What follows belongs to an exercise in optimizing a design on an open flow for small area, a short achievable clock period and few clock cycles; a production flow would make more cautious choices.
Function was checked by simulation only, so behaviour that the tests miss may differ from the original.

v45:
Design cordic, start of the top module:
module cordic(i_clk, i_rst, i_en, o_vld, o_cosine, o_sine, i_theta);
    input i_clk;
    input i_rst;
    input i_en;
    input signed [23:0] i_theta;
    output signed [23:0] o_cosine;
    output signed [23:0] o_sine;
    output o_vld;
    localparam W = 19;
    localparam R = 21;
    reg signed [W-1:0] r1, r2, q;
    reg signed [R-1:0] p;        
    reg [1:0]          mode;     
    reg [5:0]          cnt;      
    reg                busy;
    reg                lst;      
    reg                rw;       
    reg                dbl;      
    reg [3:0]          sh1;      
    reg [3:0]          sh2n;     
    reg                i1, i2;   
    reg                ip;       
    reg                m1;       
    reg                vld;
    assign o_vld = vld;
    assign o_cosine = {{6{r2[W-1]}}, r2[W-1:1]};
    assign o_sine   = {{6{r1[W-1]}}, r1[W-1:1]};
    wire [4:0] ai = cnt[5:1];
    wire [16:0] ang =
        ai == 5'd0  ? (dbl ? 17'h1921e : 17'h0) :
        ai == 5'd1  ? 17'h76b1 :
        ai == 5'd2  ? 17'h3eb6 :
        ai == 5'd3  ? 17'h1fd5 :
  ...
Size: roughly 1100 cells after synthesis, about 76 I/O pins, ~0.0093 mm2 of cells after synthesis.
Settings: LEC_CHECK=0, CAP_MARGIN=20, CORE_MARGIN=2, CORE_UTILIZATION=40, CTS_CLUSTER_DIAMETER=100, CTS_CLUSTER_SIZE=30, SETUP_SLACK_MARGIN=5, SLEW_MARGIN=20; clock period 10.0 ns.
standard.sh (not shown) runs the stock make flow with config.mk's settings and CLKGATE_MAP_FILE= SYNTH_SCRIPT=/design/flow/synth_recipe.tcl, a recipe that flattens the netlist after the stock synthesis.
==> flow/flow/run.sh <==
#!/bin/bash
# The standard layout (the standard.sh), except that the port buffers
# buffer_ports inserts are buf_1 cells instead of the larger delay buffers it
# picks by default (every port still gets one), and repair_timing aims at a
# setup slack margin of 6.0 ns.
set -euo pipefail
export BUFFER_PORTS_ARGS="-buffer_cell sky130_fd_sc_hd__buf_1"
bash standard.sh SETUP_SLACK_MARGIN=6.0 finish > standard_flow.log 2>&1
v45 reached the final stage; the timing, design-rule and antenna checks on its layout passed.
Testbench counts of v45, summed over its fixed seeds: cycles 73,736.
Setup changes, v45 to v1
- CTS_CLUSTER_SIZE removed (was 30)
- CTS_CLUSTER_DIAMETER removed (was 100)
- ABC_AREA newly set to 1
--- a/flow/flow/run.sh
+++ b/flow/flow/run.sh
@@ -4,5 +4,5 @@
 # picks by default (every port still gets one), and repair_timing aims at a
-# setup slack margin of 6.0 ns.
+# setup slack margin of 6.5 ns.
 set -euo pipefail
 export BUFFER_PORTS_ARGS="-buffer_cell sky130_fd_sc_hd__buf_1"
-bash standard.sh SETUP_SLACK_MARGIN=6.0 finish > standard_flow.log 2>&1
+bash standard.sh SETUP_SLACK_MARGIN=6.5 finish > standard_flow.log 2>&1
### Flow results
Final estimated routing congestion in global placement: v1 vs v45 up 0.092
Looking at die height, v1 sits 0.56 um above v45.
v45 -> v1: post-detailed-route DRC marker count delta 0, exact match
### v1 -> v44
- an added TNS_END_PERCENT of 0
==> flow/run.sh (new file) <==
#!/bin/bash
# synth_recipe.tcl (not shown) runs the flow's synth.tcl, then flattens the netlist and writes it again
# the make line also repeats each setting of config.mk as NAME=value (left out here)
make -C /OpenROAD-flow-scripts/flow DESIGN_CONFIG=/design/flow/config.mk WORK_HOME=/design/flow/orfs CLKGATE_MAP_FILE= SYNTH_SCRIPT=/design/flow/synth_recipe.tcl finish
removed: flow/flow/run.sh
removed: flow/standard.sh
--- outcome ---
p[14]$_DFF_P_ as the end point of the critical path was reported by v44, and q[13]$_DFFE_PP_ by v1.
Compared with v1, in v44 area added between synthesis and finish dropped 3.6 points, via count now sits lower, total wire length went down by 2.7%, post-place instance area shows an increase of 4.9%, critical path depth moved down.
Input-level comparison between v20 and v44:
- clearing TNS_END_PERCENT, which used to be 0
==> flow/flow/run.sh (new file) <==
#!/bin/bash
# The standard layout (the standard.sh), except that the port buffers
# buffer_ports inserts are buf_1 cells instead of the larger delay buffers it
# picks by default (every port still gets one), and repair_timing aims at a
# setup slack margin of 7.1 ns.
set -euo pipefail
export BUFFER_PORTS_ARGS="-buffer_cell sky130_fd_sc_hd__buf_1"
bash standard.sh SETUP_SLACK_MARGIN=7.1 finish > standard_flow.log 2>&1
==> flow/standard.sh (new file) <==
#!/bin/bash
# synth_recipe.tcl (not shown) runs the flow's synth.tcl, then flattens the netlist and writes it again
# the make line also repeats each setting of config.mk as NAME=value (left out here)
make -C /OpenROAD-flow-scripts/flow DESIGN_CONFIG=/design/flow/config.mk WORK_HOME=/design/flow/orfs CLKGATE_MAP_FILE= SYNTH_SCRIPT=/design/flow/synth_recipe.tcl "${@:-finish}"
removed: flow/run.sh
Between v20 and v44, it is v20 whose final critical path time including I/O delays and setup is lower, by 1.04 ns.
On setup slack of the critical path after layout, the higher figure sits with v20, not v44.
Re share of cell area taken by flip-flops and latches: v44 was higher than v20.
v20 — cell count of the worst reg-to-reg path 5 higher, v44 as reference
v20 vs. v44: utilization picked up an extra 15 points, post-synthesis sequential area ratio neither gained nor lost much, final worst-path cycle share lost 10 points.
Modified inputs, v28 compared to v20
- an added TNS_END_PERCENT of 0
- an added GPL_ROUTABILITY_DRIVEN of 0
--- a/flow/flow/run.sh
+++ b/flow/flow/run.sh
@@ -4,5 +4,5 @@
 # picks by default (every port still gets one), and repair_timing aims at a
-# setup slack margin of 7.1 ns.
+# setup slack margin of 6.5 ns.
 set -euo pipefail
 export BUFFER_PORTS_ARGS="-buffer_cell sky130_fd_sc_hd__buf_1"
-bash standard.sh SETUP_SLACK_MARGIN=7.1 finish > standard_flow.log 2>&1
+bash standard.sh SETUP_SLACK_MARGIN=6.5 finish > standard_flow.log 2>&1
### Flow results
Higher flip-flop and latch share of the layout cell area among v28 and v20: v28
[v28 vs v20] setup slack of the critical path after layout: lower in v28
Going from v20 to v28, cell area went down by about 24%, count of distinct cell types in the synthesized netlist was more or less identical.

-- what the ideal ports hide --
How much do the figures lean on ideal ports? The routed layouts below were timed once more, with nothing changed but the port constraints. Step 1 (the two cells are an assumption about what drives the block):
set clk [get_ports {i_clk}]
set_driving_cell -lib_cell sky130_fd_sc_hd__clkbuf_16 $clk
set_driving_cell -lib_cell sky130_fd_sc_hd__buf_2 [delete_from_list [all_inputs] $clk]
Step 2 adds t to the input delays and takes it off the output delays; t is the mean of the earliest and latest rising clock arrival at the registers after step 1. Input paths then give back, and output paths get back, about the clock's delay inside the block. Slacks: ideal ports / drivers / drivers and shift; pairs: ideal ports / drivers.
run | t (ns) | slack for setup (ns) | worst setup path at the end | slew at the worst register clock pin (ns) | cell pins on the clock port's net
v45 | 0.407 | 6.043 / 6.043 / 6.043 | register to register | 0.07 / 0.07 | 1
v1 | 0.396 | 6.650 / 6.650 / 6.356 | input to register | 0.07 / 0.07 | 1
v44 | 0.394 | 5.692 / 5.692 / 5.692 | register to register | 0.08 / 0.08 | 1
v20 | 0.400 | 6.737 / 6.737 / 6.421 | input to register | 0.08 / 0.08 | 1
v28 | 0.393 | 6.566 / 6.586 / 6.193 | input to register | 0.07 / 0.07 | 1
After both steps every run listed still meets setup and hold. The setup slack of v28, which loses most, moves by +0.020 ns with the drivers and by -0.373 ns with both steps.
